This design comes from an exercise in tuning for small area on the open sky130 flow, not from production work. Only simulation tests tie the RTL to the original design; equivalence was not proved. Power is estimated from default activity; no workload was simulated.

==> flow/design.v <==
`timescale 1ns/1ps
module uart_ip_top (
    sys_clk,
    reset,
    din,
    ri,
    si,
    tx,
    dout,
    ro,
    so,
    rx
);
    input           sys_clk;
    input           reset;
    input   [0:7]   din;
    input           si;
    output          ri;
    output          tx;
    output  [0:7]   dout;
    input           ro;
    output          so;
    input           rx;
    reg     [8:0]   tc;
    wire            bit_tick = tc[8] & ~tc[7] & tc[6] & ~tc[5] & tc[4] & ~tc[3] & tc[2] & ~tc[0];
    wire            tc_two   = tc[8] & ~tc[7] & ~tc[5] & tc[4] & ~tc[3] & ~tc[2] & ~tc[1] & tc[0];
    always @(posedge sys_clk, posedge reset)
        if (reset)  tc <= 9'b001010100;
        else        tc <= {tc[7:0], tc[8] ^ tc[3] ^ bit_tick};
    reg     [0:7]   tmem [0:15];
    reg     [4:0]   tcnt;
    wire            t_full = tcnt[4];
    wire            t_ne   = |tcnt;
    integer         ti;
    assign ri = si & ~t_full;
    always @(posedge sys_clk)
        if (ri) begin
            tmem[0] <= din;
            for (ti = 1; ti < 16; ti = ti + 1)
                tmem[ti] <= tmem[ti - 1];
        end
    reg     [3:0]   tp;
    reg             e_s, e_ss;       
    wire            t_idle = (tp == 4'd3);
    always @(posedge sys_clk, posedge reset)
        if (reset) begin
            tp   <= 4'd3;
            e_s  <= 1'b0;
            e_ss <= 1'b0;
        end
        else if (bit_tick) begin
            e_s  <= t_ne;
            e_ss <= e_s;
            if (t_idle) begin
                if (e_ss) tp <= 4'd7;
            end
            else tp <= tp + 4'd1;
        end
    wire            t_rd = tc_two && tp == 4'd7;
    always @(posedge sys_clk, posedge reset)
        if (reset)  tcnt <= 5'd0;
        else        tcnt <= tcnt + {4'd0, ri} - {4'd0, t_rd};
    wire    [0:7]   tperm [0:15];
    genvar          tg;
    generate
        for (tg = 0; tg < 16; tg = tg + 1) begin : g_tperm
            assign tperm[tg] = tmem[(tg + 15) % 16];
        end
    endgenerate
    wire    [0:7]   told = tperm[tcnt[3:0]];
    reg     [0:7]   dt;
    always @(posedge sys_clk)
        if (bit_tick && t_idle && e_ss) dt <= told;
    wire            dbit = dt[~tp[2:0]];
    reg             par;
    always @(posedge sys_clk)
        if (bit_tick) par <= tp[3] & (par ^ dbit);
    assign tx = tp[3] ? dbit : (tp[2] ? 1'b0 : ((tp[1] | tp[0]) ? 1'b1 : par));
    reg     [4:0]   rc;
    wire            s_tick = (rc == 5'b01011);
    wire            rc_two = ~rc[4] & rc[3] & rc[2] & ~rc[0];
    always @(posedge sys_clk, posedge reset)
        if (reset)  rc <= 5'b11011;
        else        rc <= {rc[3:0], rc[4] ^ rc[1] ^ s_tick};
    reg             d1, d2, d3;
    always @(posedge sys_clk, posedge reset)
        if (reset) begin
            d1 <= 1'b0;
            d2 <= 1'b0;
            d3 <= 1'b0;
        end
        else if (s_tick) begin
            d1 <= rx;
            d2 <= d1;
            d3 <= d2;
        end
    reg             ridle;
    reg     [7:0]   k;
    wire            k_done = ~k[7] & ~k[6] & k[5];
    wire            r_done = ~ridle & k_done;
    always @(posedge sys_clk, posedge reset)
        if (reset) ridle <= 1'b1;
        else if (s_tick) begin
            if (ridle) begin
                if (~d2 & d3) ridle <= 1'b0;
            end
            else if (k_done) ridle <= 1'b1;
        end
    always @(posedge sys_clk)
        if (s_tick) begin
            if (ridle) k <= 8'h79;
            else       k <= k + 8'd1;
        end
    reg     [0:7]   sr;
    wire            shift = k[7] & (k[3:0] == 4'hf);
    always @(posedge sys_clk)
        if (s_tick && shift) sr <= {rx, sr[0:6]};
    reg     [0:7]   ring [0:15];
    reg     [3:0]   rpos;
    reg     [4:0]   cnt;
    reg             f_s, f_ss;       
    reg             wp;              
    wire            r_full = cnt[4];
    wire            wgo    = wp & rc_two;
    wire            rd     = so & ro;
    wire    [3:0]   wpos   = rpos + cnt[3:0];
    wire            wr_now = ~ridle & ~k[7] & ~k[6] & ~r_full & (wpos == 4'd15);
    always @(posedge sys_clk, posedge reset)
        if (reset) begin
            f_s  <= 1'b0;
            f_ss <= 1'b0;
            wp   <= 1'b0;
        end
        else begin
            if (s_tick) begin
                f_s  <= r_full;
                f_ss <= f_s;
            end
            if (s_tick && r_done) wp <= ~f_ss;
            else if (rc_two)      wp <= 1'b0;
        end
    integer         ri_;
    always @(posedge sys_clk) begin
        for (ri_ = 1; ri_ < 16; ri_ = ri_ + 1)
            ring[ri_] <= ring[ri_ - 1];
        ring[0] <= wr_now ? sr : ring[15];
    end
    always @(posedge sys_clk, posedge reset)
        if (reset) begin
            rpos <= 4'd0;
            cnt  <= 5'd0;
        end
        else begin
            rpos <= rpos + {3'd0, rd} + 4'd1;
            cnt  <= cnt + {4'd0, wgo} - {4'd0, rd};
        end
    assign so   = |cnt;
    assign dout = rd ? ring[rpos] : 8'd0;
endmodule
==> flow/config.mk <==
export PLATFORM = sky130hd
export DESIGN_NAME = uart_ip_top
export DESIGN_NICKNAME = uart_ip_top
export VERILOG_FILES = /design/flow/design.v
export SDC_FILE = /design/flow/constraint.sdc
export NUM_CORES = 4
export LEC_CHECK = 0
export CAP_MARGIN = 20
export CORE_MARGIN = 2
export CORE_UTILIZATION = 70
export CTS_BUF_LIST = sky130_fd_sc_hd__clkbuf_8
export CTS_CLUSTER_DIAMETER = 50
export CTS_CLUSTER_SIZE = 20
export SLEW_MARGIN = 20
==> flow/constraint.sdc <==
create_clock -name core_clock -period 20.0 [get_ports {sys_clk}]
set_input_delay 4.0000 -clock core_clock [delete_from_list [all_inputs] [get_ports {sys_clk}]]
set_output_delay 4.0000 -clock core_clock [all_outputs]
set_load 0.01 [all_outputs]
standard.sh (not shown) runs the stock make flow with config.mk's settings and CLKGATE_MAP_FILE= SYNTH_SCRIPT=/design/flow/synth_recipe.tcl, a recipe that flattens the netlist after the stock synthesis.
==> flow/flow/run.sh <==
#!/bin/bash
# Own layout flow: the standard layout, with two changes.
#  1. Synthesis is ORFS's (synth_recipe.tcl, unchanged), but ABC maps the
#     logic with an area-oriented script (flow/abc_map.script) in place of
#     ORFS's delay-oriented abc_speed.script. Flip-flops are mapped by
#     dfflibmap before ABC runs, so the registers are the standard ones.
#  2. Port buffers use the smallest buffer cell.
# Each tool's output goes to a log file in this folder.
set -euo pipefail
here=$(pwd)
rm -rf "$here/scripts_abc"
cp -r "$FLOW_HOME/scripts" "$here/scripts_abc"
cp "$here/flow/abc_map.script" "$here/scripts_abc/abc_speed.script"
bash standard.sh SCRIPTS_DIR="$here/scripts_abc" synth > "$here/synth.log" 2>&1
bash standard.sh BUFFER_PORTS_ARGS="-buffer_cell sky130_fd_sc_hd__buf_1" > "$here/layout.log" 2>&1
test -s out/final.def
==> flow/flow/abc_map.script <==
strash
ifraig
scorr
dc2
strash
&get -n
&st
&dch
&nf -R 1000 -p
&put
topo
stime -c
The first run produced a clean layout.
==> next run, changes <==
--- a/flow/flow/run.sh
+++ b/flow/flow/run.sh
@@ -2 +2 @@
-# Own layout flow: the standard layout, with two changes.
+# Own layout flow: the standard layout (standard.sh), with these changes.
@@ -6,0 +7,2 @@
+#     Adders are left to ABC as plain logic (no ADDER_MAP_FILE cells and no
+#     Kogge-Stone carry map), which ABC maps smaller for this design.
@@ -7,0 +10 @@
+#  3. Clock tree synthesis without dummy loads.
@@ -14,2 +17,5 @@
-bash standard.sh SCRIPTS_DIR="$here/scripts_abc" synth > "$here/synth.log" 2>&1
-bash standard.sh BUFFER_PORTS_ARGS="-buffer_cell sky130_fd_sc_hd__buf_1" > "$here/layout.log" 2>&1
+bash standard.sh SCRIPTS_DIR="$here/scripts_abc" ADDER_MAP_FILE= SYNTH_OPERATIONS_ARGS=-nofsm synth > "$here/synth.log" 2>&1
+cts="-sink_clustering_enable -repair_clock_nets -dont_use_dummy_load"
+cts="$cts -sink_clustering_size $(cat flow/cts_size) -sink_clustering_max_diameter $(cat flow/cts_diam)"
+cts="$cts -buf_list $(cat flow/cts_buf)"
+bash standard.sh BUFFER_PORTS_ARGS="-buffer_cell sky130_fd_sc_hd__buf_1" CTS_ARGS="$cts" > "$here/layout.log" 2>&1
==> flow/flow/abc_map.script (replaced) <==
strash
ifraig
scorr
dc2
strash
&get -n
&st
&dch
&nf -R 1000 -p -C 32 -F 8 -A 8
&put
topo
stime -c
==> flow/flow/cts_buf (new file) <==
sky130_fd_sc_hd__clkbuf_16
==> flow/flow/cts_diam (new file) <==
100
==> flow/flow/cts_size (new file) <==
30
Settings changed: CORE_UTILIZATION 70 to 50, CTS_BUF_LIST sky130_fd_sc_hd__clkbuf_8 to unset, CTS_CLUSTER_DIAMETER 50 to unset, CTS_CLUSTER_SIZE 20 to unset, GPL_TIMING_DRIVEN set to 0.
Outcome: Clock power drops by about a fifth; combinational power drops by roughly a tenth; hold slack got worse by 0.0059 ns; worst setup slack is worse by 0.75 ns; die area went up by a quarter to a third.
==> next run, changes <==
==> flow/flow/run.sh (replaced) <==
#!/bin/bash
# Own layout flow: the standard layout, with two changes.
#  1. Synthesis is ORFS's (synth_recipe.tcl, unchanged), but ABC maps the
#     logic with an area-oriented script (flow/abc_map.script) in place of
#     ORFS's delay-oriented abc_speed.script. Flip-flops are mapped by
#     dfflibmap before ABC runs, so the registers are the standard ones.
#  2. Port buffers use the smallest buffer cell.
# Each tool's output goes to a log file in this folder.
set -euo pipefail
here=$(pwd)
rm -rf "$here/scripts_abc"
cp -r "$FLOW_HOME/scripts" "$here/scripts_abc"
cp "$here/flow/abc_map.script" "$here/scripts_abc/abc_speed.script"
bash standard.sh SCRIPTS_DIR="$here/scripts_abc" synth > "$here/synth.log" 2>&1
bash standard.sh BUFFER_PORTS_ARGS="-buffer_cell sky130_fd_sc_hd__buf_1" > "$here/layout.log" 2>&1
test -s out/final.def
==> flow/flow/abc_map.script (replaced) <==
strash
ifraig
scorr
dc2
strash
&get -n
&st
&dch
&nf -R 1000 -p
&put
topo
stime -c
Settings changed: CORE_UTILIZATION 50 to 60, CTS_BUF_LIST set to sky130_fd_sc_hd__clkbuf_8, CTS_CLUSTER_DIAMETER set to 50, CTS_CLUSTER_SIZE set to 16, GPL_TIMING_DRIVEN 0 to unset.
removed: flow/flow/cts_buf
removed: flow/flow/cts_diam
removed: flow/flow/cts_size
The new run finished with timing, DRC and antenna clean.
Total power grows by 11%.
Design area grows by 3.6%.
Die area fell by 14%.
Routed wire length came out higher by 3.6%.
Core utilization increases by 12 points.
Critical path depth fell by 2.
Via count grows by 3.8%.

-- what the ideal ports hide --
Ports are ideal in the flow. The routed layouts listed here were re-timed in OpenROAD.
Step 1 (the two cells are an assumption about what drives the block):
set clk [get_ports {sys_clk}]
set_driving_cell -lib_cell sky130_fd_sc_hd__clkbuf_16 $clk
set_driving_cell -lib_cell sky130_fd_sc_hd__buf_2 [delete_from_list [all_inputs] $clk]
Step 2 times the ports against the registers' clock, not the clock port: input delays grow and output delays shrink by t, the midpoint of the rising clock arrivals with the driver on.
Slacks: no drivers / after step 1 / after step 2; pairs: no drivers / after step 1.
run | t (ns) | setup slack, ns | worst setup path at the end | worst register clock-pin slew, ns
the first run | 0.602 | 11.174 / 11.147 / 11.147 | input to output | 0.12 / 0.12
the second run | 0.536 | 10.420 / 10.396 / 10.396 | input to output | 0.11 / 0.11
the third run | 0.613 | 11.116 / 11.089 / 11.089 | input to output | 0.11 / 0.11
After both steps setup and hold are still met in every run listed.
